What follows belongs to an exercise in optimizing a design on an open flow for small area; a production flow would make more cautious choices.
Only simulation tests tie the RTL to the original design; equivalence was not proved.
Power is estimated from default activity; no workload was simulated.

**flow/config.mk**
```make
export PLATFORM = sky130hd
export DESIGN_NAME = tamagotchi
export DESIGN_NICKNAME = tamagotchi
export VERILOG_FILES = /design/flow/design.v
export SDC_FILE = /design/flow/constraint.sdc
export NUM_CORES = 4
export LEC_CHECK = 0
export ABC_AREA = 1
export CAP_MARGIN = 20
export CORE_MARGIN = 2
export CORE_UTILIZATION = 65
export CTS_CLUSTER_DIAMETER = 80
export CTS_CLUSTER_SIZE = 25
export PLACE_DENSITY = 0.75
export SLEW_MARGIN = 20
```
**flow/constraint.sdc**
```tcl
create_clock -name core_clock -period 20.0 [get_ports {clk}]
set_input_delay 4.0000 -clock core_clock [delete_from_list [all_inputs] [get_ports {clk}]]
set_output_delay 4.0000 -clock core_clock [all_outputs]
set_load 0.01 [all_outputs]
```
**flow/design.v**
```verilog
module BCDtoSSeg (BCD, SSeg);
  input [4:0] BCD;
  output reg [0:6] SSeg;
always @ ( * ) begin
  case (BCD)
   5'd0: SSeg = 7'b0000001; 	 
	5'd1: SSeg = 7'b1001111; 	 
	5'd2: SSeg = 7'b0010010; 	 
	5'd3: SSeg = 7'b0000110; 	 
	5'd4: SSeg = 7'b1001100; 	 
	5'd5: SSeg = 7'b0100100; 	 
	5'd6: SSeg = 7'b0100000; 	 
	5'd7: SSeg = 7'b0001111; 	 
	5'd8: SSeg = 7'b0000000; 	 
	5'd9: SSeg = 7'b0001100; 	 
   5'd10: SSeg = 7'b1001000;   
   5'd11: SSeg = 7'b0001001;	 
   5'd12: SSeg = 7'b0000100;	 
   5'd13: SSeg = 7'b0100100;	 
   5'd14: SSeg = 7'b1110001;	 
   5'd15: SSeg = 7'b0011000;	 
   5'd16: SSeg = 7'b1100000;   
   5'd17: SSeg = 7'b1110000;	 
   5'd18: SSeg = 7'b0111000;	 
   5'd19: SSeg = 7'b1000001;	 
   5'd20: SSeg = 7'b1001111;	 
   5'd21: SSeg = 7'b1000010;	 
   5'd22: SSeg = 7'b0110000;	 
   5'd23: SSeg = 7'b0001000;	 
   default:
   SSeg = 7'b1111110;
  endcase
end
endmodule
module display_hex(
    input [39:0] num,
    input clk,
    input [9:0] k,
    output [0:6] sseg,
    output [7:0] an,
    input rst
    );
reg [4:0] bcd;
reg started;
BCDtoSSeg bcdtosseg(.BCD(bcd), .SSeg(sseg));
wire enable = &k[6:0];
wire [2:0] shown = k[9:7] - 3'd1;
assign an = started ? ~(8'b1 << shown) : 8'hff;
always @(posedge clk or negedge rst) begin
    if (!rst) begin
        bcd <= 0;
        started <= 0;
    end else if (enable) begin
        started <= 1;
        case (k[9:7])
            3'h0: bcd <= num[4:0];
            3'h1: bcd <= num[9:5];
            3'h2: bcd <= num[14:10];
            3'h3: bcd <= num[19:15];
            3'h4: bcd <= num[24:20];
            3'h5: bcd <= num[29:25];
            3'h6: bcd <= num[34:30];
            3'h7: bcd <= num[39:35];
        endcase
    end
end
endmodule
module spi_master(
   input clk,
   input reset,             
   input go,                
   input bit_in,
   input dc_in,
   output [2:0] bitsel,
   output load,             
   output fin,              
   output t0,               
   output reg mosi,
   output sclk,
   output ce,
   output reg dc,
   output reg lcd_rst
);
   reg [4:0] cc;
   reg [3:0] h;
   reg active;
   wire last = (cc == 5'h10);
   assign sclk   = h[0];
   assign ce     = ~active;
   assign bitsel = h[3:1];
   assign load   = ~active & (lcd_rst | go);
   assign fin    = active & last & (&h);
   assign t0     = active & ~(|cc) & ~(|h);
   always @(posedge clk or posedge reset) begin
      if (reset) begin
         cc <= 0;
         h <= 0;
         active <= 0;
         mosi <= 0;
         dc <= 0;
         lcd_rst <= 0;
      end else if (load) begin
         active <= 1;
         dc <= dc_in;
         lcd_rst <= 1;
      end else if (active) begin
         mosi <= bit_in;
         cc <= {cc[3:0], ~(cc[4] ^ cc[1])};
         if (last) begin
            h <= h + 1;
            if (&h) active <= 0;
         end
      end
   end
endmodule
module FSM_pet (
   input clk,
   input reset,           
   input go,
   input [2:0] face,
   input [2:0] icon,
   output mosi,
   output sclk,
   output ce,
   output dc,
   output lcd_rst
);
   reg [9:0] r;           
   reg [2:0] fs;          
   reg [2:0] ni;          
   reg [2:0] is;          
   wire load, fin, t0;
   wire [2:0] bs;
   function [7:0] dl;
      input [2:0] f;
      input [3:0] i;
      begin
         case (i)
            4'd0:  dl = (f == 5) ? 8'b00000000 : 8'b00001110;
            4'd1:  dl = (f == 5) ? 8'b00000000 : 8'b00010001;
            4'd2:  dl = (f == 5) ? 8'b00000011 : 8'b01100000;
            4'd3:  case (f)
                      0, 1:    dl = 8'b10000100;
                      2, 6:       dl = 8'b10010010;
                      3, 4, 7:    dl = 8'b10010000;
                      default: dl = 8'b00001100;
                   endcase
            4'd4:  case (f)
                      0:       dl = 8'b10110010;
                      1:       dl = 8'b10110110;
                      2, 6:       dl = 8'b10110100;
                      3, 7:       dl = 8'b10001000;
                      4:       dl = 8'b10111000;
                      default: dl = 8'b00010010;
                   endcase
            4'd5:  case (f)
                      0:       dl = 8'b10000010;
                      1:       dl = 8'b10000101;
                      2, 6:       dl = 8'b10000100;
                      3, 4, 7:    dl = 8'b10010000;
                      default: dl = 8'b00100001;
                   endcase
            4'd6:  case (f)
                      0, 4:    dl = 8'b01100011;
                      1:       dl = 8'b01100101;
                      2, 6:       dl = 8'b01100111;
                      3, 7:       dl = 8'b01100000;
                      default: dl = 8'b00100010;
                   endcase
            4'd7:  case (f)
                      0:       dl = 8'b00100011;
                      1, 2, 6:    dl = 8'b00100101;
                      3, 7:       dl = 8'b00100001;
                      4:       dl = 8'b00100100;
                      default: dl = 8'b00100000;
                   endcase
            4'd8:  dl = (f == 5) ? 8'b00000111 : 8'b00001111;
            4'd9:  dl = (f == 5) ? 8'b00001001 : 8'b00010001;
            4'd10: dl = (f == 5) ? 8'b11111111 : 8'b10100001;
            4'd11: dl = (f == 5) ? 8'b00000001 : 8'b10101110;
            4'd12: dl = (f == 5) ? 8'b10000001 : 8'b01000001;
            4'd13: dl = (f == 5) ? 8'b00011001 : 8'b00001001;
            4'd14: dl = (f == 5) ? 8'b10100001 : 8'b00000110;
            default: dl = (f == 5) ? 8'b00100001 : 8'b00000010;
         endcase
      end
   endfunction
   function [7:0] il;
      input [2:0] n;
      input [2:0] i;
      begin
         case (n)
            0: case (i)
                  0: il = 8'b00000000;
                  1: il = 8'b00110010;
                  2: il = 8'b00101010;
                  3: il = 8'b00100110;
                  4: il = 8'b00000000;
                  5: il = 8'b11001000;
                  6: il = 8'b10101000;
                  default: il = 8'b10011000;
               endcase
            1: case (i)
                  7: il = 8'b00011100;
                  6: il = 8'b00100010;
                  5: il = 8'b00100001;
                  4: il = 8'b01110001;
                  3: il = 8'b10010001;
                  2: il = 8'b10100001;
                  1: il = 8'b00100010;
                  default: il = 8'b00011100;
               endcase
            2: case (i)
                  7: il = 8'b01111100;
                  6: il = 8'b10010010;
                  5: il = 8'b01010001;
                  4: il = 8'b00010001;
                  3: il = 8'b00010001;
                  2: il = 8'b00010001;
                  1: il = 8'b00010010;
                  default: il = 8'b00011100;
               endcase
            3: case (i)
                  7: il = 8'b00000010;
                  6: il = 8'b00000111;
                  5: il = 8'b11111110;
                  4: il = 8'b10000000;
                  3: il = 8'b10000000;
                  2: il = 8'b10000010;
                  1: il = 8'b10000111;
                  default: il = 8'b11111110;
               endcase
            4: case (i)
                  7: il = 8'b01111110;
                  6: il = 8'b10000001;
                  5: il = 8'b11111111;
                  4: il = 8'b00011000;
                  3: il = 8'b00011000;
                  2: il = 8'b11111111;
                  1: il = 8'b10000001;
                  default: il = 8'b01111110;
               endcase
            default: il = 8'b00000000;
         endcase
      end
   endfunction
   wire fr = (r[9:6] == 4'd0);
   wire [2:0] g = r[5:3];
   wire [2:0] j = r[2:0];
   wire rev = (g == 3'd2) | (g == 3'd5);
   wire [3:0] di = {g[2], j ^ {3{rev}}};
   wire [2:0] ii = (g == 3'd0) ? 3'd7 : j;
   wire [7:0] dbyte = dl(fs, di);
   wire [7:0] ibyte = il(is, ii);
   reg [7:0] cbyte;
   reg [1:0] src;      
   reg dc_cur;
   always @(*) begin
      cbyte = 8'h00;
      src = 2'd0;
      dc_cur = 1'b0;
      if (!fr) begin
         dc_cur = r[9];
         if (!r[9])
            case (j)
               2: cbyte = 8'h21;
               3: cbyte = 8'h90;
               4: cbyte = 8'h20;
               5: cbyte = 8'h0C;
               6: cbyte = 8'h80;
               default: cbyte = 8'h00;
            endcase
      end else begin
         case (g)
            3'd0: case (j[1:0])
                     2'd0: src = 2'd2;
                     2'd1: cbyte = 8'hA0;
                     default: cbyte = 8'h42;
                  endcase
            3'd3: cbyte = j[0] ? 8'h41 : 8'hA0;
            3'd6: case (j[1:0])
                     2'd0: src = 2'd1;
                     2'd1: cbyte = 8'hA4;
                     default: cbyte = 8'h44;
                  endcase
            3'd7: begin src = 2'd2; dc_cur = 1'b1; end
            default: begin src = 2'd1; dc_cur = 1'b1; end
         endcase
      end
   end
   wire [7:0] byte_cur = (src == 2'd1) ? dbyte : (src == 2'd2) ? ibyte : cbyte;
   wire bit_cur = byte_cur[~bs];
   spi_master spi (
      .clk(clk),
      .reset(~reset),
      .go(go),
      .bit_in(bit_cur),
      .dc_in(dc_cur),
      .bitsel(bs),
      .load(load),
      .fin(fin),
      .t0(t0),
      .mosi(mosi),
      .sclk(sclk),
      .ce(ce),
      .dc(dc),
      .lcd_rst(lcd_rst)
   );
   wire c_end = (&r[5:0]) & (fr | (&r[9:6]));
   wire g_end = (g == 3'd3) ? j[0] :
                (g == 3'd0 || g == 3'd6) ? j[1] : (&j);
   always @(posedge clk or negedge reset) begin
      if (~reset) begin
         r <= 10'd504;
         is <= 3'd5;
      end else begin
         if (fin) begin
            if (!fr) r <= r + 1;
            else if (g_end) r <= {4'd0, g + 3'd1, 3'd0};
            else r <= r + 1;
            if (fr && r[5:0] == 6'd0) is <= ni;
         end
      end
   end
   always @(posedge clk) begin
      if (t0 && c_end) begin
         fs <= face;
         ni <= icon;
      end
   end
endmodule
module buzzer(
    input clk,
    input reset,
    input trigger,
    output buzzer_out
);
    parameter CLK_FREQ = 50_000;
    localparam [15:0] S_END = 16'h8488;   
    reg [15:0] counter;
    reg trigger_prev;
    reg active;
    assign buzzer_out = ~active;
    wire start = trigger & ~trigger_prev;
    wire done = (counter == S_END);
    always @(posedge clk or negedge reset) begin
        if (~reset) begin
            trigger_prev <= 0;
            active <= 0;
        end else begin
            trigger_prev <= trigger;
            if (start)
                active <= 1;
            else if (done)
                active <= 0;
        end
    end
    always @(posedge clk) begin
        if (active && !start && !done)
            counter <= {counter[14:0], ~(counter[15] ^ counter[2])};
        else
            counter <= 0;
    end
endmodule
module debounce #(parameter COUNT_BOT=1500, parameter MOV=0)(
	input reset,
	input clk,
	input boton_in,
	output reg boton_out
);
generate if (!MOV) begin : g
	localparam W = 11;
	localparam [10:0] S_PRESS = 11'h2ff;   
	localparam [10:0] S_REL   = 11'h2b3;   
	reg [W-1:0] counter;
	wire hit = (counter == (boton_out ? S_REL : S_PRESS));
	always @(posedge clk) begin
		if (~reset) begin
			counter <= 0;
			boton_out <= ~boton_in;
		end else if (boton_in != boton_out) begin
			counter <= 0;
		end else if (hit) begin
			boton_out <= ~boton_out;
			counter <= 0;
		end else begin
			counter <= {counter[9:0], ~(counter[10] ^ counter[0])};
		end
	end
end else begin : g
	localparam W = 14;
	localparam [13:0] S_PRESS = 14'h1b37;   
	localparam [13:0] S_REL   = 14'h1009;   
	reg [W-1:0] counter;
	wire hit = (counter == (boton_out ? S_REL : S_PRESS));
	always @(posedge clk) begin
		if (~reset) begin
			counter <= 0;
			boton_out <= ~boton_in;
		end else if (boton_in != boton_out) begin
			counter <= 0;
		end else if (hit) begin
			boton_out <= ~boton_out;
			counter <= 0;
		end else begin
			counter <= {counter[12:0], ~(counter[13] ^ counter[0] ^ counter[1])};
		end
	end
end endgenerate
endmodule
module debounce_b2 (
	input reset,
	input clk,
	input boton_in,
	input alive,
	output reg boton_out,
	output toggle
);
localparam [17:0] S_PRESS = 18'h1fd29;   
localparam [17:0] S_HOLD  = 18'h39923;   
localparam [4:0] REL = 5'd16;   
reg [17:0] c;
reg [4:0] rc;
wire [17:0] c_next = {c[16:0], ~(c[17] ^ c[0])};
assign toggle = boton_out & alive & (c == S_HOLD);
always @(posedge clk) begin
	if (~reset) begin
		c <= 0;
		rc <= 0;
		boton_out <= ~boton_in;
	end else if (!boton_out) begin
		rc <= 0;
		if (boton_in)
			c <= 0;
		else if (c == S_PRESS) begin
			boton_out <= 1;
			c <= 0;
		end else
			c <= c_next;
	end else begin
		if (!alive || c == S_HOLD)
			c <= 0;
		else
			c <= c_next;
		if (!boton_in)
			rc <= 0;
		else if ((rc & REL) == REL) begin
			boton_out <= 0;
			c <= 0;
			rc <= 0;
		end else
			rc <= rc + 1;
	end
end
endmodule
module i2c_master (
    input wire clk,
    input wire reset_n,
    input wire internal_clk,
    input wire [1:0] wr_code,
    output reg rx_pos,
    input wire read_enable,
    input wire write_enable,
    output wire nack,
    output wire queued,
    output wire data_valid,
    output wire stop,
    output reg scl_out,
    input wire sda_in,
    output reg sda_out
);
    parameter IDLE = 5'b10000,
              START = 5'b10001,
              SEND_BIT = 5'b00000,
              WAIT_SCL_HIGH = 5'b00001,
              WAIT_SCL_LOW = 5'b00010,
              CHECK_ACK = 5'b00100,
              CHECK_ACK_HIGH = 5'b00101,
              CHECK_ACK_LOW = 5'b00110,
              WRITE = 5'b10010,
              PREP_STOP = 5'b10100,
              STOP = 5'b10101,
              READ = 5'b10011,
              RECEIVE_BIT = 5'b01000,
              RD_SCL_HIGH = 5'b01001,
              RD_SCL_LOW = 5'b01010,
              SEND_ACK = 5'b01100,
              SEND_ACK_HIGH = 5'b01101,
              SEND_ACK_LOW = 5'b01110,
              RESTART = 5'b10110;
    reg [4:0] state;
    reg rd;                  
    reg [3:0] counter;
    reg [1:0] sel;
    reg nack_detected;
    reg sda_in_q, sda_in_qq;
    reg [7:0] tx_byte;
    always @(*) begin
        case (sel)
            2'd0: tx_byte = 8'h00;
            2'd1: tx_byte = 8'h6B;
            2'd2: tx_byte = 8'h3B;
            default: tx_byte = {7'h68, rd};
        endcase
    end
    wire tx_bit = tx_byte[~counter[2:0]];
    assign data_valid = (state == SEND_ACK_HIGH);
    assign stop = (state == STOP);
    assign queued = (counter == 4'd0) &&
                    ((state == RECEIVE_BIT) || (state == SEND_BIT && sel != 2'd3));
    assign nack = nack_detected &&
                  ((state == WRITE) || (state == READ) || (state == PREP_STOP));
    always @(posedge clk) begin
        sda_in_q <= sda_in;
        sda_in_qq <= sda_in_q;
        case (state)
            IDLE: begin
                rx_pos <= 1'b0;
                counter <= 4'b0;
            end
            START: if (internal_clk) begin
                counter <= 4'b0;
                sel <= 2'd3;
                rd <= ~write_enable;
            end
            SEND_BIT, RECEIVE_BIT: if (internal_clk) counter <= counter + 1;
            CHECK_ACK_HIGH: if (internal_clk) nack_detected <= sda_in_qq;
            WRITE: if (!nack_detected && write_enable) begin
                sel <= wr_code;
                counter <= 4'b0;
            end
            READ: if (!nack_detected && read_enable) begin
                sel <= 2'b01;
                counter <= 4'b0;
            end
            RD_SCL_HIGH: if (internal_clk) begin
                case (counter)
                    4'd1: if (sda_in_qq) sel[0] <= 1'b0;
                    4'd2: if (!sda_in_qq) sel[0] <= 1'b0;
                    4'd3: if (sda_in_qq) sel[1] <= 1'b1;
                    4'd4: if (!sda_in_qq && !sel[1]) sel[0] <= 1'b0;
                    default: if (sda_in_qq) sel[1] <= 1'b1;
                endcase
            end
            SEND_ACK: if (internal_clk) rx_pos <= sel[0] & sel[1];
            PREP_STOP: if (internal_clk) nack_detected <= 1'b0;
            default: ;
        endcase
    end
    wire scl_rise = (state == WAIT_SCL_HIGH) || (state == CHECK_ACK_HIGH) ||
                    (state == RD_SCL_HIGH) || (state == SEND_ACK_HIGH) ||
                    (state == PREP_STOP) || (state == STOP);
    always @(posedge clk or negedge reset_n) begin
        if (!reset_n) begin
            state <= IDLE;
            scl_out <= 1'b1;
            sda_out <= 1'b1;
        end else begin
            if (state == IDLE)
                scl_out <= 1'b1;
            else if (state == START)
                scl_out <= ~internal_clk;
            else if (internal_clk)
                scl_out <= scl_rise;
            case (state)
                IDLE: begin
                    sda_out <= 1'b1;
                    if (internal_clk && (write_enable || read_enable))
                        state <= START;
                end
                START: begin
                    sda_out <= 1'b0;
                    if (internal_clk) state <= SEND_BIT;
                end
                SEND_BIT: if (internal_clk) begin
                    sda_out <= tx_bit;
                    state <= WAIT_SCL_HIGH;
                end
                WAIT_SCL_HIGH: if (internal_clk) state <= WAIT_SCL_LOW;
                WAIT_SCL_LOW: if (internal_clk) state <= counter[3] ? CHECK_ACK : SEND_BIT;
                CHECK_ACK: if (internal_clk) begin
                    sda_out <= 1'b1;
                    state <= CHECK_ACK_HIGH;
                end
                CHECK_ACK_HIGH: if (internal_clk) state <= CHECK_ACK_LOW;
                CHECK_ACK_LOW: if (internal_clk) state <= rd ? READ : WRITE;
                WRITE: begin
                    if (nack_detected) begin
                        if (internal_clk) begin
                            sda_out <= 1'b0;
                            state <= PREP_STOP;
                        end
                    end else if (write_enable) begin
                        state <= SEND_BIT;
                    end else if (read_enable) begin
                        sda_out <= 1'b1;
                        if (internal_clk) state <= RESTART;
                    end else if (internal_clk) begin
                        sda_out <= 1'b0;
                        state <= PREP_STOP;
                    end
                end
                RESTART: if (internal_clk) state <= IDLE;
                READ: begin
                    if (nack_detected) begin
                        if (internal_clk) begin
                            sda_out <= 1'b0;
                            state <= PREP_STOP;
                        end
                    end else if (read_enable) begin
                        state <= RECEIVE_BIT;
                    end else if (write_enable) begin
                        sda_out <= 1'b1;
                        if (internal_clk) state <= IDLE;
                    end else if (internal_clk) begin
                        sda_out <= 1'b0;
                        state <= PREP_STOP;
                    end
                end
                RECEIVE_BIT: if (internal_clk) begin
                    sda_out <= 1'b1;
                    state <= RD_SCL_HIGH;
                end
                RD_SCL_HIGH: if (internal_clk) state <= RD_SCL_LOW;
                RD_SCL_LOW: if (internal_clk) state <= counter[3] ? SEND_ACK : RECEIVE_BIT;
                SEND_ACK: if (internal_clk) begin
                    sda_out <= ~read_enable;
                    state <= SEND_ACK_HIGH;
                end
                SEND_ACK_HIGH: if (internal_clk) state <= SEND_ACK_LOW;
                SEND_ACK_LOW: if (internal_clk) state <= READ;
                PREP_STOP: if (internal_clk) begin
                    sda_out <= 1'b0;
                    state <= STOP;
                end
                STOP: if (internal_clk) begin
                    sda_out <= 1'b1;
                    state <= IDLE;
                end
                default: state <= IDLE;
            endcase
        end
    end
endmodule
module mpu6050_controller (
    input wire clk,
    input wire reset_n,
    input wire internal_clk,
    output reg [1:0] wr_code,
    output reg read_enable,
    output reg write_enable,
    input wire queued,
    input wire nack,
    input wire stop,
    input wire data_valid,
    input wire rx_pos,
    output reg [3:0] address,
    output reg data_pos,
    output reg load,
    output reg completed,
    input wire rescan
);
    localparam IDLE = 3'b000,
               POWER_MGMT_0 = 3'b001,
               POWER_MGMT_1 = 3'b010,
               READ_0 = 3'b011,
               READ_1 = 3'b100,
               STABLE = 3'b101;
    reg [2:0] state;
    always @(posedge clk or negedge reset_n) begin
        if (!reset_n) begin
            wr_code <= 2'd0;
            read_enable <= 1'b0;
            write_enable <= 1'b0;
            address <= 4'b0;
            load <= 1'b0;
            data_pos <= 1'b0;
            completed <= 1'b0;
            state <= IDLE;
        end else begin
            case (state)
                IDLE: begin
                    if (internal_clk) begin
                        wr_code <= 2'd0;
                        read_enable <= 1'b0;
                        write_enable <= 1'b0;
                        address <= 4'b0;
                        load <= 1'b0;
                        data_pos <= 1'b0;
                        completed <= 1'b0;
                        state <= POWER_MGMT_0;
                    end
                end
                POWER_MGMT_0: begin
                    if (internal_clk) begin
                        wr_code <= 2'd1;
                        write_enable <= 1'b1;
                        read_enable <= 1'b0;
                        if (queued) begin
                            wr_code <= 2'd0;
                            state <= POWER_MGMT_1;
                        end else if (nack) begin
                            state <= IDLE;
                        end
                    end
                end
                POWER_MGMT_1: begin
                    if (internal_clk) begin
                        if (queued) begin
                            wr_code <= 2'd0;
                            write_enable <= 1'b0;
                            read_enable <= 1'b0;
                            state <= READ_0;
                        end else if (nack) begin
                            state <= IDLE;
                        end
                    end
                end
                READ_0: begin
                    if (internal_clk) begin
                        if (stop) begin
                            wr_code <= 2'd2;
                            write_enable <= 1'b1;
                            read_enable <= 1'b0;
                        end else if (queued) begin
                            write_enable <= 1'b0;
                            read_enable <= 1'b1;
                            address <= 4'b0;
                        end else if (data_valid) begin
                            load <= 1'b1;
                            data_pos <= rx_pos;
                            state <= READ_1;
                        end else if (nack) begin
                            state <= IDLE;
                        end
                    end
                end
                READ_1: begin
                    if (internal_clk) begin
                        if (data_valid) begin
                            load <= 1'b1;
                            data_pos <= rx_pos;
                        end else if (queued) begin
                            address <= address + 1;
                            if (address == 4'b1100) begin
                                write_enable <= 1'b0;
                                read_enable <= 1'b0;
                            end else begin
                                write_enable <= 1'b0;
                                read_enable <= 1'b1;
                            end
                        end else if (stop) begin
                            state <= STABLE;
                        end else begin
                            load <= 1'b0;
                        end
                    end
                end
                STABLE: begin
                    completed <= 1'b1;
                    if (internal_clk) begin
                        if (rescan) begin
                            state <= IDLE;
                        end
                    end
                end
                default: ;
            endcase
        end
    end
endmodule
module movement_detect (
    input wire clk,
    input wire reset_n,
    input wire internal_clk,
    input wire completed,
    output reg rescan,
    input wire x_pos,
    output reg movement
);
    always @(posedge clk or negedge reset_n) begin
        if (!reset_n) begin
            movement <= 1'b1;
            rescan <= 1'b0;
        end else begin
            if (internal_clk) begin
                if (completed) begin
                    movement <= x_pos;
                    rescan <= 1'b1;
                end else begin
                    rescan <= 1'b0;
                end
            end
        end
    end
endmodule
module mpu6050_interface (
    input wire clk,
    input wire reset_n,
    input wire sda_i,
    output wire sda_o,
    output wire scl_o,
    output reg movement_deb
);
    wire movement;
    wire internal_clk;
    wire [1:0] wr_code;
    wire read_enable;
    wire write_enable;
    wire queued;
    wire nack;
    wire stop;
    wire data_valid;
    wire rx_pos;
    wire [3:0] address;
    wire data_pos;
    wire load;
    wire completed;
    wire rescan;
    reg [7:0] counter;
    reg x_pos;
    mpu6050_controller mpu6050_ctrl (
        .clk(clk),
        .reset_n(reset_n),
        .internal_clk(internal_clk),
        .wr_code(wr_code),
        .read_enable(read_enable),
        .write_enable(write_enable),
        .queued(queued),
        .nack(nack),
        .stop(stop),
        .data_valid(data_valid),
        .rx_pos(rx_pos),
        .address(address),
        .data_pos(data_pos),
        .load(load),
        .completed(completed),
        .rescan(rescan)
    );
    i2c_master i2c_master (
        .clk(clk),
        .reset_n(reset_n),
        .internal_clk(internal_clk),
        .wr_code(wr_code),
        .rx_pos(rx_pos),
        .read_enable(read_enable),
        .write_enable(write_enable),
        .nack(nack),
        .queued(queued),
        .data_valid(data_valid),
        .stop(stop),
        .scl_out(scl_o),
        .sda_in(sda_i),
        .sda_out(sda_o)
    );
    movement_detect detector (
        .clk(clk),
        .reset_n(reset_n),
        .internal_clk(internal_clk),
        .completed(completed),
        .rescan(rescan),
        .x_pos(x_pos),
        .movement(movement)
    );
    localparam [7:0] S_TIC = 8'hcf;   
    assign internal_clk = (counter == S_TIC);
    always @(posedge clk or negedge reset_n) begin
        if (!reset_n) begin
            counter <= 8'b0;
        end else if (internal_clk) begin
            counter <= 8'b0;
        end else begin
            counter <= {counter[6:0], ~(counter[7] ^ counter[2])};
        end
    end
    localparam [6:0] P_PRESS = 7'd93;    
    localparam [7:0] S_PRESS = 8'hbe;     
    localparam [7:0] S_REL   = 8'h84;     
    reg [6:0] p;
    wire hit = movement_deb ? (counter == S_REL)
                            : (((p & P_PRESS) == P_PRESS) && (counter == S_PRESS));
    always @(posedge clk) begin
        if (~reset_n) begin
            p <= 0;
            movement_deb <= ~movement;
        end else if (movement != movement_deb) begin
            p <= 0;
        end else if (hit) begin
            movement_deb <= ~movement_deb;
            p <= 0;
        end else if (internal_clk) begin
            p <= p + 1;
        end
    end
    always @(posedge clk or negedge reset_n) begin
        if (!reset_n) begin
            x_pos <= 1'b0;
        end else if (internal_clk && load && address == 4'h0) begin
            x_pos <= data_pos;
        end
    end
endmodule
module tamagotchi (
    input clk,
    input reset,
    input b2, b3, b4,
    input light_sensor,
    input sound_sensor,
    input sda_i,
    output scl_o,
    output sda_o,
    output mosi,
    output sclk,
    output ce,
    output dc,
    output lcd_rst,
    output [0:6] sseg,
    output [7:0] an,
    output test_led,
    output buzzer_out
);
    localparam ONE_SECOND = 50_000;
    localparam HOLD_TIME = 5 * ONE_SECOND;
    localparam FACE_TIME = 2 * ONE_SECOND;
    localparam SLEEP = 3'd0, FOOD = 3'd1, BATH = 3'd2, MUSIC = 3'd3, EXERCISE = 3'd4, DEAD = 3'd5;
    mpu6050_interface mpu6050 (
        .clk(clk),
        .reset_n(reset),
        .sda_i(sda_i),
        .sda_o(sda_o),
        .scl_o(scl_o),
        .movement_deb(movement_deb)
    );
    wire b2_deb, b3_deb, b4_deb, movement_deb;
    wire b2_toggle;
    debounce_b2 b2_debounce (.reset(reset), .clk(clk), .boton_in(b2), .alive(current != DEAD), .boton_out(b2_deb), .toggle(b2_toggle));
    debounce #(1500) b3_debounce (.reset(reset), .clk(clk), .boton_in(b3), .boton_out(b3_deb));
    debounce #(1500) b4_debounce (.reset(reset), .clk(clk), .boton_in(b4), .boton_out(b4_deb));
    reg [2:0] sleep_state, food_state, bath_state, music_state, exercise_state, health_state;
    reg [2:0] current, face;
    reg [17:0] sleep_hold_timer, music_hold_timer;
    reg [16:0] face_timer;
    reg sleep_hold_active, music_hold_active, sound_detected;
    reg music_past;    
    localparam [17:0] S_HOLD = 18'h39923;   
    localparam [17:0] S_1S   = 18'h1c355;   
    localparam [16:0] S_FACE = 17'h1b2da;   
    localparam [11:0] S_Q    = 12'hbea;     
    function [17:0] st18;
        input [17:0] s;
        st18 = {s[16:0], ~(s[17] ^ s[0])};
    endfunction
    function [16:0] st17;
        input [16:0] s;
        st17 = {s[15:0], ~(s[16] ^ s[1])};
    endfunction
    function [11:0] st12;
        input [11:0] s;
        st12 = {s[10:0], ~(s[11] ^ s[0])};
    endfunction
    reg test_mode;
    assign test_led = !test_mode;
    reg [9:0] k;
    reg [11:0] q;
    wire tick = (&k[3:0]) && (q == S_Q);
    reg [4:0] a;
    reg [1:0] t4;
    reg [1:0] t3;
    reg [2:0] t5;
    reg evt;
    always @(posedge clk or negedge reset) begin
        if (~reset) begin
            k <= 10'd64;
            q <= 0;
            a <= 0;
            t4 <= 0;
            t3 <= 0;
            t5 <= 0;
            evt <= 0;
        end else begin
            k <= k + 1;
            q <= (q == S_Q) ? 12'd0 : st12(q);
            evt <= 0;
            if (tick) begin
                if (a == 5'd29) begin
                    a <= 0;
                    evt <= 1;
                    t4 <= t4 + 1;
                    t3 <= (t3 == 2'd2) ? 2'd0 : t3 + 1;
                    t5 <= (t5 == 3'd4) ? 3'd0 : t5 + 1;
                end else begin
                    a <= a + 1;
                end
            end
        end
    end
    wire ev_food     = evt & ~t4[0];                  
    wire ev_bath     = evt & (t4 == 2'd0);            
    wire ev_music    = evt & (t3 == 2'd0);            
    wire ev_exercise = evt & (t5 == 3'd0);            
    wire ev_sleep    = ev_food & (t3 == 2'd0);        
    FSM_pet pet_display (
        .clk(clk),
        .reset(reset),
        .go(k[0]),
        .face(face),
        .icon(current),
        .mosi(mosi),
        .sclk(sclk),
        .ce(ce),
        .dc(dc),
        .lcd_rst(lcd_rst)
    );
    reg [39:0] display_data;
    display_hex seg_display (
        .num(display_data),
        .clk(clk),
        .k(k),
        .sseg(sseg),
        .an(an),
        .rst(reset)
    );
    reg buzzer_trigger;
    buzzer #(.CLK_FREQ(ONE_SECOND)) buzzer_inst (
        .clk(clk),
        .reset(reset),
        .trigger(buzzer_trigger),
        .buzzer_out(buzzer_out)
    );
    always @(*) begin
        case (current)
            SLEEP:   display_data = {5'd13, 5'd14, 5'd15, 2'b0, sleep_state[2:0], 5'd10, 5'd14, 5'd17, 2'b0, health_state[2:0]};
            FOOD:    display_data = {5'd10, 5'd11, 5'd12, 2'b0, food_state[2:0], 5'd10, 5'd14, 5'd17, 2'b0, health_state[2:0]};
            BATH:    display_data = {5'd16, 5'd17, 5'd10, 2'b0, bath_state[2:0], 5'd10, 5'd14, 5'd17, 2'b0, health_state[2:0]};
            MUSIC:   display_data = {5'd18, 5'd19, 5'd11, 2'b0, music_state[2:0], 5'd10, 5'd14, 5'd17, 2'b0, health_state[2:0]};
            EXERCISE: display_data = {5'd18, 5'd20, 5'd17, 2'b0, exercise_state[2:0], 5'd10, 5'd14, 5'd17, 2'b0, health_state[2:0]};
            default: display_data = {5'd21, 5'd22, 5'd23, 5'd21, 5'd21, 5'd22, 5'd23, 5'd21};
        endcase
    end
    reg b2_prev, b3_prev, b4_prev, movement_prev;
    wire b2_posedge, b3_posedge, b4_posedge, movement_posedge;
    always @(posedge clk or negedge reset) begin
        if (~reset) begin
            b2_prev <= 0;
            b3_prev <= 0;
            b4_prev <= 0;
            movement_prev <= 0;
        end else begin
            b2_prev <= b2_deb;
            b3_prev <= b3_deb;
            b4_prev <= b4_deb;
            movement_prev <= movement_deb;
        end
    end
    assign b2_posedge = b2_deb & ~b2_prev;
    assign b3_posedge = b3_deb & ~b3_prev;
    assign b4_posedge = b4_deb & ~b4_prev;
    assign movement_posedge = movement_deb & ~movement_prev;
    wire alive = (current != DEAD);
    wire tm = b2_posedge & test_mode & alive;
    wire cS = (current == SLEEP), cF = (current == FOOD), cB = (current == BATH),
         cM = (current == MUSIC), cE = (current == EXERCISE);
    wire dS = ev_sleep    | (tm & cS);
    wire dF = ev_food     | (tm & cF);
    wire dB = ev_bath     | (tm & cB);
    wire dM = ev_music    | (tm & cM);
    wire dE = ev_exercise | (tm & cE);
    wire b4go = b4_posedge & alive;
    wire sleep_start = cS & ~sleep_hold_active & b4_posedge & light_sensor;
    wire sleep_end = sleep_hold_active & (sleep_hold_timer == S_HOLD);
    wire music_end = music_hold_active & (music_hold_timer == S_HOLD);
    wire music_start = cM & ~music_hold_active & b4_posedge;
    wire rF = b4go & cF;
    wire rB = b4go & cB;
    wire rS = sleep_end;
    wire rM = music_end & sound_detected;
    wire rE = cE & movement_posedge;
    wire fullS = (sleep_state == 3'd7), fullF = (food_state == 3'd7), fullB = (bath_state == 3'd7),
         fullM = (music_state == 3'd7), fullE = (exercise_state == 3'd7);
    wire zS = (sleep_state == 3'd0), zF = (food_state == 3'd0), zB = (bath_state == 3'd0),
         zM = (music_state == 3'd0), zE = (exercise_state == 3'd0);
    wire hfull = (health_state == 3'd7);
    wire hzero = (health_state == 3'd0);
    reg h_chg, h_up;
    always @(*) begin
        h_chg = 1'b0;
        h_up = 1'b0;
        if (ev_sleep)    begin if (fullS & ~hfull) begin h_chg = 1; h_up = 1; end else if (zS & ~hzero) begin h_chg = 1; h_up = 0; end end
        if (ev_food)     begin if (fullF & ~hfull) begin h_chg = 1; h_up = 1; end else if (zF & ~hzero) begin h_chg = 1; h_up = 0; end end
        if (ev_bath)     begin if (fullB & ~hfull) begin h_chg = 1; h_up = 1; end else if (zB & ~hzero) begin h_chg = 1; h_up = 0; end end
        if (ev_music)    begin if (fullM & ~hfull) begin h_chg = 1; h_up = 1; end else if (zM & ~hzero) begin h_chg = 1; h_up = 0; end end
        if (ev_exercise) begin if (fullE & ~hfull) begin h_chg = 1; h_up = 1; end else if (zE & ~hzero) begin h_chg = 1; h_up = 0; end end
        if (tm) begin
            if ((cS & fullS) | (cF & fullF) | (cB & fullB) | (cM & fullM) | (cE & fullE)) begin
                if (~hfull) begin h_chg = 1; h_up = 1; end
            end else if ((cS & zS) | (cF & zF) | (cB & zB) | (cM & zM) | (cE & zE)) begin
                if (~hzero) begin h_chg = 1; h_up = 0; end
            end
        end
        if (((rF & fullF) | (rB & fullB) | (rS & fullS) | (rM & fullM) | (rE & fullE)) & ~hzero) begin
            h_chg = 1; h_up = 0;
        end
    end
    wire okFB = (rF & (~fullF | ~hzero)) | (rB & (~fullB | ~hzero));
    wire okS = rS & (~fullS | ~hzero);
    wire okM = rM & (~fullM | ~hzero);
    wire okE = rE & (~fullE | ~hzero);
    always @(posedge clk) begin
        if (sleep_start | sleep_end)
            sleep_hold_timer <= 0;
        else if (sleep_hold_active)
            sleep_hold_timer <= st18(sleep_hold_timer);
        if (music_start | music_end)
            music_hold_timer <= 0;
        else if (music_hold_active)
            music_hold_timer <= st18(music_hold_timer);
    end
    always @(posedge clk or negedge reset) begin
        if (~reset) begin
            sleep_state <= 3'd7;
            food_state <= 3'd7;
            bath_state <= 3'd7;
            music_state <= 3'd7;
            exercise_state <= 3'd7;
            health_state <= 3'd7;
            current <= SLEEP;
            face <= 0;
            test_mode <= 0;
            face_timer <= 0;
            sleep_hold_active <= 0;
            music_hold_active <= 0;
            sound_detected <= 0;
            music_past <= 0;
            buzzer_trigger <= 0;
        end else begin
            if (rS & ~fullS) sleep_state <= sleep_state + 1;
            else if (dS & ~zS) sleep_state <= sleep_state - 1;
            if (rF & ~fullF) food_state <= food_state + 1;
            else if (dF & ~zF) food_state <= food_state - 1;
            if (rB & ~fullB) bath_state <= bath_state + 1;
            else if (dB & ~zB) bath_state <= bath_state - 1;
            if (rM & ~fullM) music_state <= music_state + 1;
            else if (dM & ~zM) music_state <= music_state - 1;
            if (rE & ~fullE) exercise_state <= exercise_state + 1;
            else if (dE & ~zE) exercise_state <= exercise_state - 1;
            if (h_chg) health_state <= h_up ? health_state + 1 : health_state - 1;
            buzzer_trigger <= okFB | okS | okM | okE;
            if (b2_toggle) test_mode <= ~test_mode;
            if (b3_posedge && alive) begin
                case (current)
                    SLEEP: current <= FOOD;
                    FOOD: current <= BATH;
                    BATH: current <= MUSIC;
                    MUSIC: current <= EXERCISE;
                    default: current <= SLEEP;
                endcase
            end
            if (okFB) begin
                face <= (rF ? fullF : fullB) ? 3'd2 : 3'd1;
                face_timer <= 0;
            end
            if (sleep_start) begin
                face <= 3;
                sleep_hold_active <= 1;
            end
            if (sleep_end) sleep_hold_active <= 0;
            if (okS) begin
                face <= fullS ? 3'd2 : 3'd1;
                face_timer <= 0;
            end
            if (music_start) begin
                music_hold_active <= 1;
                sound_detected <= 0;
            end
            if (music_hold_active) begin
                if (!music_end) begin
                    if (music_hold_timer == S_1S) music_past <= 1;
                    if (music_past && !sound_sensor) sound_detected <= 1;
                end else begin
                    music_hold_active <= 0;
                    sound_detected <= 0;
                    music_past <= 0;
                end
            end
            if (okM) begin
                face <= fullM ? 3'd2 : 3'd1;
                face_timer <= 0;
            end
            if (okE) begin
                face <= fullE ? 3'd2 : 3'd1;
                face_timer <= 0;
            end
            if (alive && !sleep_hold_active) begin
                if (face_timer != S_FACE) begin
                    face_timer <= st17(face_timer);
                end else if (face != 0) begin
                    if (health_state <= 3) begin
                        face <= 4;
                    end else begin
                        face <= 0;
                    end
                    face_timer <= 0;
                end
            end
            if (alive && face != 1 && face != 2 && face != 3 && face != 5) begin
                if (health_state <= 3 && face != 4) begin
                    face <= 4;
                end else if (health_state > 3 && face == 4) begin
                    face <= 0;
                end
            end
            if (hzero) begin
                current <= DEAD;
                face <= 5;
            end
        end
    end
endmodule
```
**flow/flow/run.sh**
```bash
#!/bin/bash
set -euo pipefail
W="$(pwd)"
rm -rf "$W/scripts_mod"
cp -r "$FLOW_HOME/scripts" "$W/scripts_mod"
cp "$W/flow/abc_area.script" "$W/scripts_mod/abc_area.script"
bash "$W/standard.sh" SCRIPTS_DIR="$W/scripts_mod" finish > "$W/flow_make.log" 2>&1
```
**flow/flow/abc_area.script**
```
strash
&get -n
&fraig -x
&put
scorr
dc2
dretime
strash
dc2
balance
rewrite
refactor
balance
rewrite
rewrite -z
balance
refactor -z
rewrite -z
balance
dc2
&get -n
&dch -f
&nf -a -p -R 1000 -C 32 -F 8 -A 6
&put
```
**flow/standard.sh**
```bash
#!/bin/bash
# synth_recipe.tcl (not shown) runs the flow's synth.tcl, then flattens the netlist and writes it again
# the make line also repeats each setting of config.mk as NAME=value (left out here)
make -C /OpenROAD-flow-scripts/flow DESIGN_CONFIG=/design/flow/config.mk WORK_HOME=/design/flow/orfs CLKGATE_MAP_FILE= SYNTH_SCRIPT=/design/flow/synth_recipe.tcl "${@:-finish}"
```
==> run_results.csv, run 1 <==
group,metric,value,unit
detailed_routing,route.detailed.drc,0,
cts,clkLatencyLatePin,500,ps
cells_and_area,finalInstanceArea,0.0151,mm^2
cts,cts_tree,"done",
sta,finalCriticalPeriod,6600,ps
die,die_y,150,um
die,core_area,0.0210,mm^2
critical_path,cp_cell_sequence,"clkinv_1, ha_1, a21o_1, o21ai_0, a21oi_1, clkdlybuf4s50_1",
detailed_routing,postRouteAntennaNets,0,
synth,synth_top_area_cell,"dfrtp_1",
cells_and_area,n_antenna_cell,0,
worst_hold_path,worstHoldPathType,"reg -> reg",
die,die_area,0.0224,mm^2
cells_and_area,syn2layout_area_growth,9.23,%
sta,fmax,151,MHz
synth,synth_top_area_share,21.9,%
synth,synth-edff-count,18,
global_routing,grt_max_degree,71,
place,io_buffers,31,
global_routing,antenna_found_initial,0,
place,dpl_cell_area,0.0145,mm^2
critical_path,cp_data_arrival_time,2600,ps
synth,synth.ff_latch_count,277,
synth,ys_types,69,
outcome,status,"complete, no violations",
cts,htree_levels,1,
detailed_routing,wl_per_cell,16.5,um
synth,synth_nets,1521,
critical_path,cp.required,16000,ps
synth,avgSynthCellArea,9.40,um^2
synth,synth_flop_cell,"dfrtp_1",
cts,post_cts_buffers,0,
sta,clock_skew,28.7,ps
power,power_switching,0.000201,W
power,p_leak,5.95,nW
critical_path,path_class,"reg -> out",
power,p_sw_share,21.1,%
cells_and_area,stdcell_count,1808,
synth,synth_area_leaders,"dfrtp_1 (22%), dfxtp_1 (16%), dfstp_2 (5.9%)",
global_routing,first_global_vias,10402,
die,initial_core_util,65.9,%
sta,setup-tns-final,0,ps
place,place_congestion,0.925,
power,power_frac_clock,39.1,%
cts,cts_made_buffers,16,
synth,yosys_warnings,12,
power,seqPwrFrac,59.4,%
power,irDropWorstVdd,66.5,uV
critical_path,worstPathMaxFanout,8,
synth,synth_cells,1469,
power,combPwrFrac,1.5,%
power,internal_power,0.000752,W
flow_run,drv_cap,0,
critical_path,critPathMaxStageDelay,570,ps
detailed_routing,drt-pass1-iter-count,5,
sta,grt_setup_unrepaired,"no",
cts,clkTransAtPathRegs,100,ps
synth,async_reset_ff_share,54.9,%
detailed_routing,vias_per_cell,6.25,
sta,max-slew-margin-rel,22.8,%
place,dp_cells,1780,
cts,cts.sinks,277,
power,power.density,63.1,mW/mm^2
cts,postCtsHoldBufs,0,
sta,tightest_slew,1150,ps
cts,cts.repair.resized,0,
detailed_routing,vias,11305,
synth,synth_area,0.0138,mm^2
cts,clock_path_buffers,3,
cts,clockRootBuffer,"clkbuf_16",
critical_path,cp_num_buf_inv,2,
sta,hold_ws,340,ps
sta,maxSlewViolCount,0,
sta,fin_crit_sh,33.0,%
die,die_x,150,um
critical_path,crit_family,"buffers and inverters",
global_routing,grt_pass1_wl,50.6,mm
sta,hold_violations,0,
critical_path,cpMaxStageDelayCell,"clkdlybuf4s50_1",
global_routing,grt-ovfl-total,0,
cells_and_area,drive_gt1_share,4.31,%
die,rows,53,
detailed_routing,wl,29.8,mm
sta,finalSetupViolCount,0,
place,dpl.hpwl,21.3,mm
global_routing,grt_usage,27.0,%
synth,seq_area_frac_synth,47.2,%
critical_path,crit_path_end_kind,"output port",
critical_path,start_kind,"flop",
detailed_routing,initialDrtViolationCount,854,
cells_and_area,nets,1575,
die,ioPinCount,32,
-- cell usage after synthesis, drive strengths merged (7+ instances only) --
cell type,instances
edfxtp,18
ha,38
nor2b,43
a22o,7
and2,57
mux2,18
dfstp,31
nand3b,9
clkinv,47
dfxtp,107
nand3,56
nor3,60
nand4b,7
a31oi,22
o21ai,81
xor2,19
nand2b,22
a21oi,92
nand2,122
nand4,29
o31ai,7
and3,23
xnor2,33
nor2,173
nor4b,13
nor3b,8
a221o,11
dfrtp,121
o22ai,9
a211oi,10
nor4,18
mux2i,39
-- cell usage in the layout (no fill, tap or decap), types with 7 or more instances in the layout --
master | netlist | routed
mux2_1 | 18 | 18
buf_4 | 0 | 11
xor2_1 | 19 | 19
clkinv_1 | 47 | 47
mux2i_1 | 39 | 39
a21oi_1 | 92 | 92
a22o_1 | 7 | 7
ha_1 | 38 | 38
nor3b_1 | 8 | 8
nor2_1 | 173 | 173
xnor2_1 | 33 | 33
o31ai_1 | 7 | 7
a221o_1 | 11 | 11
nor3_1 | 60 | 60
clkdlybuf4s50_1 | 0 | 30
clkbuf_16 | 0 | 18
nor4_1 | 18 | 18
nand2b_1 | 22 | 22
nand3_1 | 56 | 56
nand3b_1 | 9 | 9
dfxtp_1 | 107 | 107
nand4_1 | 29 | 29
dfrtp_1 | 121 | 121
o22ai_1 | 9 | 9
dfstp_2 | 31 | 31
nor2b_1 | 43 | 42
nand4b_1 | 7 | 7
a211oi_1 | 10 | 10
and2_0 | 57 | 57
o21ai_0 | 81 | 81
and3_1 | 23 | 23
edfxtp_1 | 18 | 18
nand2_1 | 122 | 122
nor4b_1 | 13 | 13
a31oi_1 | 22 | 22
-- power by group through the flow --
stage / clock network [W] / registers [W] / logic [W]
after floorplan: 0 / 0.000577 / 0.00000477
after global placement: 0 / 0.000577 / 0.0000146
after detailed placement: 0 / 0.000577 / 0.0000150
after CTS: 0.000381 / 0.000566 / 0.0000151
after global routing: 0.000399 / 0.000566 / 0.0000169
final: 0.000372 / 0.000566 / 0.0000145
-- worst paths after layout --
kind / endpoint / cells after the start / slack [ps] / from
max in group asynchronous: mpu6050.mpu6050_ctrl.wr_code[0]$_DFFE_PN0P_ / 2 / 15390 / reset
worst max-delay path: sseg[2] / 6 / 13400 / seg_display.bcd[1]$_DFFE_PN0P_
worst min-delay path: mpu6050.i2c_master.sda_in_qq$_DFF_P_ / 0 / 340 / mpu6050.i2c_master.sda_in_q$_DFF_P_
min in group asynchronous: seg_display.bcd[4]$_DFFE_PN0P_ / 1 / 3410 / reset
worst max register to register: face_timer[13]$_DFF_PN0_ / 8 / 16130 / sleep_hold_active$_DFFE_PN0P_
worst min register to register: mpu6050.i2c_master.sda_in_qq$_DFF_P_ / 0 / 340 / mpu6050.i2c_master.sda_in_q$_DFF_P_
-- per-stage QoR --
stage                     worst slack (ps)  util (%)  power [W]
after global routing                 13290      72.0   0.000982
after detailed placement             13980      69.3   0.000592
after CTS                            13430      72.0   0.000962
after global placement               14020      69.3   0.000592
final                                13400      72.0   0.000952
after floorplan                      14690         -   0.000582
-- logic make-up (layout without fill, tap and decap cells) --
logic type	count (synthesis)	after routing	share of synthesized area, %
AO/OA/AOI/OAI	320	320	14.9
XOR/XNOR	52	52	3.30
adder cells (fa/ha/maj)	44	44	4.31
buffers and inverters	53	117	1.44
flip-flops	277	277	47.2
multiplexers	57	57	4.29
AND/OR/NAND/NOR	666	666	24.6
-- worst reg2reg max path: stages (launching register included) --
cell,delay (ps)
dfrtp_1,1020
nand4_1,260
nor4_1,1020
nand2_1,410
nand3_1,200
nor3_1,100
clkinv_1,80
nor2_1,210
a221o_1,460
-- flip-flops by register name (all words and copies together) (netlist names), 4 cells and up --
signal and count:
b2_debounce.c 18, music_hold_timer 18, sleep_hold_timer 18, face_timer 17, buzzer_inst.counter 16, q 12
b3_debounce.g.counter 11, b4_debounce.g.counter 11, k 10, pet_display.r 10, mpu6050.counter 8, mpu6050.p 7
a 5, b2_debounce.rc 5, mpu6050.i2c_master.state 5, pet_display.spi.cc 5, seg_display.bcd 5, mpu6050.i2c_master.counter 4
mpu6050.mpu6050_ctrl.address 4, pet_display.spi.h 4
-- final cells by class --
cell class | instances | area (um^2)
fill | 1608 | 5870
clock inverter | 4 | 82.6
timing repair buffer | 42 | 394
sequential | 277 | 6530
multi-input combinational | 1139 | 7090
clock buffer | 24 | 473
tap | 275 | 344
inverter | 47 | 176
-- per-layer routing --
metal	vias to the layer above	wire length [um]	track usage [%]
met5	-	0	0
met4	0	608	6.18
met3	51	1390	2.90
met2	330	14200	44.8
met1	5435	13500	38.4
li1	5489	-	-
==> run 2, diff against run 1 <==
--- a/flow/design.v
+++ b/flow/design.v
@@ -968,7 +968,7 @@
     reg [1:0] t3;
     reg [2:0] t5;
     reg evt;
-    always @(posedge clk or negedge reset) begin
+    always @(posedge clk) begin
         if (~reset) begin
             k <= 10'd64;
             q <= 0;
@@ -1115,6 +1115,16 @@
         else if (music_hold_active)
             music_hold_timer <= st18(music_hold_timer);
     end
+    always @(posedge clk) begin
+        if (~reset)
+            face_timer <= 0;
+        else if (alive && !sleep_hold_active && face_timer != S_FACE)
+            face_timer <= st17(face_timer);
+        else if (alive && !sleep_hold_active && face != 0)
+            face_timer <= 0;
+        else if (okFB | okS | okM | okE)
+            face_timer <= 0;
+    end
     always @(posedge clk or negedge reset) begin
         if (~reset) begin
             sleep_state <= 3'd7;
@@ -1126,7 +1136,6 @@
             current <= SLEEP;
             face <= 0;
             test_mode <= 0;
-            face_timer <= 0;
             sleep_hold_active <= 0;
             music_hold_active <= 0;
             sound_detected <= 0;
@@ -1157,7 +1166,6 @@
             end
             if (okFB) begin
                 face <= (rF ? fullF : fullB) ? 3'd2 : 3'd1;
-                face_timer <= 0;
             end
             if (sleep_start) begin
                 face <= 3;
@@ -1166,7 +1174,6 @@
             if (sleep_end) sleep_hold_active <= 0;
             if (okS) begin
                 face <= fullS ? 3'd2 : 3'd1;
-                face_timer <= 0;
             end
             if (music_start) begin
                 music_hold_active <= 1;
@@ -1184,22 +1191,17 @@
             end
             if (okM) begin
                 face <= fullM ? 3'd2 : 3'd1;
-                face_timer <= 0;
             end
             if (okE) begin
                 face <= fullE ? 3'd2 : 3'd1;
-                face_timer <= 0;
             end
             if (alive && !sleep_hold_active) begin
-                if (face_timer != S_FACE) begin
-                    face_timer <= st17(face_timer);
-                end else if (face != 0) begin
+                if (face_timer == S_FACE && face != 0) begin
                     if (health_state <= 3) begin
                         face <= 4;
                     end else begin
                         face <= 0;
                     end
-                    face_timer <= 0;
                 end
             end
             if (alive && face != 1 && face != 2 && face != 3 && face != 5) begin
==> run_results.csv, run 2 <==
group,metric,value,unit
outcome,status,"complete, no violations",
cells_and_area,mostFrequentLayoutCells,"nor2_1 (160), dfxtp_1 (159), nand2_1 (132)",
power,power.density,66.2,mW/mm^2
detailed_routing,postRouteAntennaNets,0,
worst_hold_path,worstHoldPathType,"reg -> reg",
global_routing,grt_max_degree,95,
synth,yosys_warnings,12,
sta,setup-tns-final,0,ps
cts,cts_made_buffers,16,
synth,synth-edff-count,18,
worst_hold_path,min_from,"mpu6050.i2c_master.sda_in_q$_DFF_P_",
critical_path,cp_num_buf_inv,2,
place,dpl.hpwl,20.8,mm
detailed_routing,wl_per_cell,16.3,um
cells_and_area,n_antenna_cell,0,
synth,synth_top_area_cell,"dfxtp_1",
cts,postCtsHoldBufs,0,
sta,fmax,155,MHz
critical_path,r2r_end,"pet_display.spi.mosi$_DFFE_PN0P_",
die,rows,53,
detailed_routing,drt-pass1-iter-count,7,
cts,post_cts_buffers,0,
critical_path,crit_path_end_kind,"output port",
place,io_buffers,31,
detailed_routing,route.detailed.drc,0,
global_routing,grt_pass1_wl,50.5,mm
sta,finalCriticalPeriod,6460,ps
die,ioPinCount,32,
cts,cts.repair.resized,0,
sta,tightest_slew,991,ps
synth,synth_top_family_by_area,"simple AND/OR/NAND/NOR gates",
critical_path,critPathMaxStageDelay,550,ps
sta,clock_skew,27.8,ps
synth,muxShareOfSynthArea,4.50,%
detailed_routing,vias_per_cell,6.24,
cells_and_area,nets,1583,
cts,clkLatencyLatePin,520,ps
synth,synth_area_leaders,"dfxtp_1 (23%), dfrtp_1 (13%), dfstp_2 (5.8%)",
cells_and_area,syn2layout_area_growth,8.81,%
sta,hold_ws,336,ps
synth,synth_compound_area_share,15.7,%
critical_path,worstPathMaxFanout,8,
worst_hold_path,holdPathEnd,"mpu6050.i2c_master.sda_in_qq$_DFF_P_",
cells_and_area,multi_input_area,0.00723,mm^2
critical_path,cpMaxStageDelayCell,"clkdlybuf4s50_1",
synth,yosys.area_share.simple,25.3,%
critical_path,cp.required,16000,ps
synth,synthXorXnorAreaFrac,3.01,%
cells_and_area,drive_gt1_share,3.89,%
global_routing,first_global_vias,10420,
synth,synth_area,0.0137,mm^2
synth,synth_flop_cell,"dfxtp_1",
cells_and_area,ff_latch_area,0.00626,mm^2
synth,synth_cells,1480,
cts,clkTransAtPathRegs,90,ps
power,irDropWorstVdd,102,uV
sta,hold_violations,0,
cells_and_area,final_common_cell,"nor2_1",
cts,clock_path_buffers,3,
synth,async_reset_ff_share,36.1,%
place,place_congestion,0.940,
global_routing,antenna_found_initial,0,
critical_path,path_class,"reg -> out",
power,total_power,0.000984,W
synth,synth.most_common_cell,"nor2_1",
cells_and_area,reg_top3,"b2_debounce.c: 18 flops, music_hold_timer: 18 flops, sleep_hold_timer: 18 flops",
synth,synth_top_area_share,23.3,%
cts,cts.sinks,277,
worst_hold_path,min_path_cells,0,
synth,synth.ff_latch_count,277,
sta,finalSetupViolCount,0,
sta,fin_crit_sh,32.3,%
synth,avgSynthCellArea,9.23,um^2
cells_and_area,n_fill_cell,1663,
synth,synth_common_cells,"nor2_1 (161), dfxtp_1 (159), nand2_1 (132), a21oi_1 (94), o21ai_0 (79)",
synth,ys_types,69,
synth,synth_fa_ha_area_share,4.36,%
sta,maxSlewViolCount,0,
cts,cts_tree,"done",
sta,max-slew-margin-rel,33.9,%
critical_path,cp-startpoint,"seg_display.bcd[1]$_DFFE_PN0P_",
die,initial_core_util,65.6,%
global_routing,grt_usage,27.0,%
die,core_area,0.0208,mm^2
synth,synth_nets,1532,
detailed_routing,initialDrtViolationCount,968,
die,die_x,149,um
cts,clockRootBuffer,"clkbuf_16",
critical_path,r2r_start,"pet_display.r[3]$_DFFE_PN1P_",
die,die_y,149,um
critical_path,cp_data_arrival_time,2460,ps
critical_path,cp_cell_sequence,"clkinv_1, ha_1, a22oi_1, nor2_1, a31oi_1, clkdlybuf4s50_1",
sta,grt_setup_unrepaired,"no",
critical_path,r2r_slack,15910,ps
global_routing,grt-ovfl-total,0,
power,p_leak,5.81,nW
synth,seq_area_frac_synth,45.9,%
flow_run,drv_cap,0,
die,die_area,0.0222,mm^2
detailed_routing,wl,29.6,mm
cts,htree_levels,1,
critical_path,start_kind,"flop",
critical_path,crit_family,"buffers and inverters",
detailed_routing,vias,11329,
critical_path,reg2reg_depth,15,
## run 2: layer usage
metal | routed length, um | global-route usage, % | vias up
met2 | 13700 | 44.0 | 346
li1 | - | - | 5550
met4 | 556 | 6.14 | 0
met1 | 13600 | 39.1 | 5385
met5 | 0 | 0 | -
met3 | 1650 | 3.03 | 48
## run 2: worst max-delay path by stage
stage                     slack [ps]  depth (start not counted)                 end
after floorplan                14670                          5             sseg[3]
after global placement         13840                          4   a[1]$_SDFFE_PN0P_
after detailed placement       13770                          5  t3[1]$_SDFFE_PN0P_
after CTS                      13540                          6             sseg[3]
after global routing           13390                          6             sseg[3]
final                          13540                          6             sseg[3]
## run 2: cells by family (layout without fill, tap and decap cells)
| group | count (synthesis) | count (layout) |
|---|---|---|
| xor+xnor | 47 | 47 |
| flops | 277 | 277 |
| compound gates | 333 | 333 |
| buf+inv | 46 | 107 |
| mux | 59 | 59 |
| simple gates | 674 | 674 |
| fa+ha+maj | 44 | 44 |
## run 2: final cells by class
cell class / instances / area share [%]
Clock inverter: 5 / 0.463
Sequential cell: 277 / 42.2
Multi-Input combinational cell: 1157 / 48.6
Timing Repair Buffer: 35 / 2.30
Tap cell: 275 / 2.32
Clock buffer: 23 / 3.01
Inverter: 44 / 1.11
## run 2: stage by stage
stage          instances  worst slack [ps]  area, um^2  util, %
6_report            1816             13540       14900     71.4
2_1_floorplan       1480             14670       13700        -
3_3_place_gp        1788             13840       14300     68.8
4_1_cts             1816             13540       14900     71.3
3_5_place_dp        1788             13770       14300     68.8
5_1_grt             1816             13390       14900     71.4
## run 2: worst reg2reg max path: stages (launching register included)
cell and delay [ps]:
dfstp_2 600, clkinv_1 140, ha_1 230, nor2b_1 230, nor2_1 320, nand2_1 170, o32ai_1 450, nor2_1 130
o21ai_0 280, nand2b_1 160, a2111oi_0 660, a31oi_1 100, o21ai_0 180, a31oi_1 100, o22ai_1 140, a41oi_1 60
## run 2: where the power goes
part	total [W]	leakage, nW	internal, W	switching (W)
registers	0.000586	2.64	0.000571	0.0000146
logic	0.0000414	2.92	0.0000187	0.0000227
clock network	0.000357	0.251	0.000164	0.000192
total	0.000984	5.81	0.000755	0.000229
==> run 3, diff against run 2 <==
--- a/flow/design.v
+++ b/flow/design.v
@@ -309,7 +309,7 @@
    wire c_end = (&r[5:0]) & (fr | (&r[9:6]));
    wire g_end = (g == 3'd3) ? j[0] :
                 (g == 3'd0 || g == 3'd6) ? j[1] : (&j);
-   always @(posedge clk or negedge reset) begin
+   always @(posedge clk) begin
       if (~reset) begin
          r <= 10'd504;
          is <= 3'd5;
@@ -667,7 +667,7 @@
                READ_1 = 3'b100,
                STABLE = 3'b101;
     reg [2:0] state;
-    always @(posedge clk or negedge reset_n) begin
+    always @(posedge clk) begin
         if (!reset_n) begin
             wr_code <= 2'd0;
             read_enable <= 1'b0;
@@ -778,7 +778,7 @@
     input wire x_pos,
     output reg movement
 );
-    always @(posedge clk or negedge reset_n) begin
+    always @(posedge clk) begin
         if (!reset_n) begin
             movement <= 1'b1;
             rescan <= 1'b0;
@@ -864,7 +864,7 @@
     );
     localparam [7:0] S_TIC = 8'hcf;   
     assign internal_clk = (counter == S_TIC);
-    always @(posedge clk or negedge reset_n) begin
+    always @(posedge clk) begin
         if (!reset_n) begin
             counter <= 8'b0;
         end else if (internal_clk) begin
@@ -882,7 +882,7 @@
     always @(posedge clk) begin
         if (~reset_n) begin
             p <= 0;
-            movement_deb <= ~movement;
+            movement_deb <= 1'b0;    
         end else if (movement != movement_deb) begin
             p <= 0;
         end else if (hit) begin
@@ -892,7 +892,7 @@
             p <= p + 1;
         end
     end
-    always @(posedge clk or negedge reset_n) begin
+    always @(posedge clk) begin
         if (!reset_n) begin
             x_pos <= 1'b0;
         end else if (internal_clk && load && address == 4'h0) begin
@@ -1039,7 +1039,7 @@
     end
     reg b2_prev, b3_prev, b4_prev, movement_prev;
     wire b2_posedge, b3_posedge, b4_posedge, movement_posedge;
-    always @(posedge clk or negedge reset) begin
+    always @(posedge clk) begin
         if (~reset) begin
             b2_prev <= 0;
             b3_prev <= 0;
@@ -1115,6 +1115,10 @@
         else if (music_hold_active)
             music_hold_timer <= st18(music_hold_timer);
     end
+    always @(posedge clk or negedge reset) begin
+        if (~reset) test_mode <= 0;
+        else if (b2_toggle) test_mode <= ~test_mode;
+    end
     always @(posedge clk) begin
         if (~reset)
             face_timer <= 0;
@@ -1125,7 +1129,7 @@
         else if (okFB | okS | okM | okE)
             face_timer <= 0;
     end
-    always @(posedge clk or negedge reset) begin
+    always @(posedge clk) begin
         if (~reset) begin
             sleep_state <= 3'd7;
             food_state <= 3'd7;
@@ -1135,7 +1139,6 @@
             health_state <= 3'd7;
             current <= SLEEP;
             face <= 0;
-            test_mode <= 0;
             sleep_hold_active <= 0;
             music_hold_active <= 0;
             sound_detected <= 0;
@@ -1154,7 +1157,6 @@
             else if (dE & ~zE) exercise_state <= exercise_state - 1;
             if (h_chg) health_state <= h_up ? health_state + 1 : health_state - 1;
             buzzer_trigger <= okFB | okS | okM | okE;
-            if (b2_toggle) test_mode <= ~test_mode;
             if (b3_posedge && alive) begin
                 case (current)
                     SLEEP: current <= FOOD;
==> run_results.csv, run 3 <==
group,metric,value,unit
synth,synth.ff_latch_count,277,
detailed_routing,wl,30.0,mm
cts,postCtsHoldBufs,0,
critical_path,worstPathMaxFanout,10,
sta,clock_skew,18.1,ps
sta,hold_ws,339,ps
synth,yosys_warnings,12,
global_routing,grt_pass1_wl,50.7,mm
power,power_frac_clock,31.6,%
detailed_routing,vias_per_cell,6.29,
global_routing,antenna_found_initial,0,
critical_path,critPathMaxStageDelay,520,ps
power,irDropWorstVdd,85.2,uV
cells_and_area,n_fill_cell,1607,
synth,synth_area,0.0134,mm^2
power,p_sw_share,24.8,%
sta,maxSlewViolCount,0,
die,rows,52,
worst_hold_path,worstHoldPathType,"reg -> reg",
cts,clock_path_buffers,3,
cells_and_area,final_common_cell,"dfxtp_1",
detailed_routing,initialDrtViolationCount,986,
cts,post_cts_buffers,0,
cts,cts.sinks,277,
synth,synth_flop_cell,"dfxtp_1",
power,seqPwrFrac,60.1,%
sta,setup-tns-final,0,ps
cells_and_area,drive_gt1_share,2.25,%
critical_path,crit_path_end_kind,"output port",
power,power.density,70.6,mW/mm^2
detailed_routing,vias,11766,
global_routing,grt-ovfl-total,0,
synth,synth_top_area_share,34.4,%
die,die_x,148,um
cts,cts_made_buffers,15,
detailed_routing,postRouteAntennaNets,0,
cells_and_area,mostFrequentLayoutCells,"dfxtp_1 (231), nor2_1 (185), nand2_1 (128)",
synth,avgSynthCellArea,8.76,um^2
synth,synth_area_leaders,"dfxtp_1 (34%), nor2_1 (5.2%), dfrtp_1 (4.8%)",
synth,ys_types,66,
cells_and_area,n_antenna_cell,0,
synth,async_reset_ff_share,10.5,%
critical_path,start_kind,"flop",
cts,clkTransAtPathRegs,100,ps
die,die_y,148,um
cts,clockRootBuffer,"clkbuf_16",
sta,hold_violations,0,
outcome,status,"complete, no violations",
cells_and_area,reg_top3,"b2_debounce.c: 18 flops, music_hold_timer: 18 flops, sleep_hold_timer: 18 flops",
cts,cts.repair.resized,0,
cts,htree_levels,1,
sta,grt_setup_unrepaired,"no",
worst_hold_path,min_from,"mpu6050.i2c_master.sda_in_q$_DFF_P_",
detailed_routing,drt-pass1-iter-count,5,
critical_path,cpMaxStageDelayCell,"dfrtp_1",
power,power_switching,0.000256,W
synth,synth-edff-count,17,
die,initial_core_util,66.3,%
critical_path,cp_cell_sequence,"clkinv_1, ha_1, a21oi_1, nand2_1, o211ai_1, o311ai_0, clkdlybuf4s50_1",
synth,seq_area_frac_synth,43.7,%
power,p_leak,5.39,nW
flow_run,drv_cap,0,
place,place_congestion,0.909,
global_routing,grt_usage,27.3,%
critical_path,r2r_start,"pet_display.r[3]$_SDFFE_PN1P_",
global_routing,grt_max_degree,68,
critical_path,cp_data_arrival_time,2450,ps
power,combPwrFrac,8.3,%
synth,synth_cells,1532,
synth,synth_common_cells,"dfxtp_1 (231), nor2_1 (185), nand2_1 (128), a21oi_1 (115), o21ai_0 (91)",
sta,tightest_slew,1060,ps
die,core_area,0.0202,mm^2
sta,max-slew-margin-rel,27.2,%
die,die_area,0.0218,mm^2
cts,cts_tree,"done",
critical_path,cp.required,16000,ps
synth,synth_nets,1584,
sta,fin_crit_sh,32.3,%
detailed_routing,route.detailed.drc,0,
cts,clkLatencyLatePin,500,ps
synth,synth_top_area_cell,"dfxtp_1",
sta,finalCriticalPeriod,6450,ps
die,ioPinCount,32,
place,dpl.hpwl,21.2,mm
detailed_routing,wl_per_cell,16.0,um
synth,synth.most_common_cell,"dfxtp_1",
sta,fmax,155,MHz
sta,finalSetupViolCount,0,
place,io_buffers,31,
global_routing,first_global_vias,10645,
cells_and_area,syn2layout_area_growth,8.93,%
critical_path,cp-startpoint,"seg_display.bcd[1]$_DFFE_PN0P_",
cells_and_area,nets,1645,
power,internal_power,0.000776,W
critical_path,path_class,"reg -> out",
## run 3: worst max-delay path: cells and delay by family (launching register included)
family	cells	cell delay, ps
flops	1	520
compound gates	3	460
buf+inv	2	660
simple gates	1	80
fa+ha+maj	1	240
## run 3: logic make-up (layout without fill, tap and decap cells)
group	after synthesis	in the layout	share of synthesized area, %
compound gates	372	372	17.3
xor+xnor	42	42	2.74
fa+ha+maj	44	44	4.44
buf+inv	49	119	1.37
flops	277	277	43.7
mux	52	52	3.92
simple gates	696	696	26.6
## run 3: final timing paths
path                                                           end  slack, ps  depth (start not counted)
max in group asynchronous           buzzer_inst.active$_DFFE_PN0P_      15480                          2
setup / recovery                                           sseg[0]      13550                          7
setup reg to reg                  pet_display.spi.mosi$_DFFE_PN0P_      16250                         18
hold reg to reg               mpu6050.i2c_master.sda_in_qq$_DFF_P_        340                          0
min in group asynchronous  mpu6050.i2c_master.state[2]$_DFFE_PN0P_       3470                          1
hold / removal                mpu6050.i2c_master.sda_in_qq$_DFF_P_        340                          0
## run 3: per-stage QoR
stage / util [%] / std cells / power, W / setup slack, ps / instance area (um^2)
after global routing: 72.3 / 1872 / 0.00108 / 13370 / 14600
after CTS: 72.3 / 1872 / 0.00104 / 13540 / 14600
final: 72.3 / 1872 / 0.00103 / 13550 / 14600
after detailed placement: 70.1 / 1846 / 0.000717 / 14010 / 14200
after global placement: 70.1 / 1846 / 0.000713 / 14010 / 14200
after floorplan: - / 1532 / 0.000685 / 14650 / 13400
## run 3: routing by layer
layer	part of all wire, %	global-route usage [%]	vias up
met3	5.9	3.24	72
met2	45	43.4	401
met1	47	39.2	5502
met4	2.8	8.46	0
met5	0	0	-
li1	-	-	5791
## run 3: area by class of cell
class | count | area, um^2 | share of cell area, %
Tap cell | 270 | 338 | 2.31
Multi-Input combinational cell | 1206 | 7380 | 50.5
Clock buffer | 23 | 405 | 2.77
Timing Repair Buffer | 44 | 405 | 2.77
Inverter | 49 | 184 | 1.26
Clock inverter | 3 | 41.3 | 0.282
Sequential cell | 277 | 5860 | 40.1
## run 3: power groups by stage
stage	clock [W]	combinational (W)	sequential [W]
6_report	0.000327	0.0000854	0.000620
5_1_grt	0.000354	0.0000978	0.000626
4_1_cts	0.000336	0.0000857	0.000619
3_5_place_dp	0	0.0000854	0.000631
3_3_place_gp	0	0.0000828	0.000631
2_1_floorplan	0	0.0000598	0.000625

## separate check: timing with driven ports
Ports are ideal in the flow. The routed layouts listed here were re-timed in OpenROAD.
Step 1 assumes that a clkbuf_16 drives the clock port and a buf_2 every other input.
Step 2 also shifts input and output timing later by t, the mid clock arrival at the registers, as if the neighbouring blocks saw the same clock.
Three values: no drivers, after step 1, after step 2; two values: the first two.
| run | shift t [ns] | setup WS [ns] | worst hold slack (ns) | worst data-port slew with drivers (ns) | cell pins on the clock port's net |
|---|---|---|---|---|---|
| run 1 | 0.536 | 13.395 / 13.345 / 13.881 | 0.340 / 0.340 / 0.340 | 0.04 | 1 |
| run 2 | 0.555 | 13.545 / 13.496 / 13.805 | 0.336 / 0.336 / 0.336 | 0.04 | 1 |
| run 3 | 0.536 | 13.547 / 13.499 / 13.993 | 0.339 / 0.339 / 0.339 | 0.03 | 1 |
After both steps setup and hold are still met in every run listed.
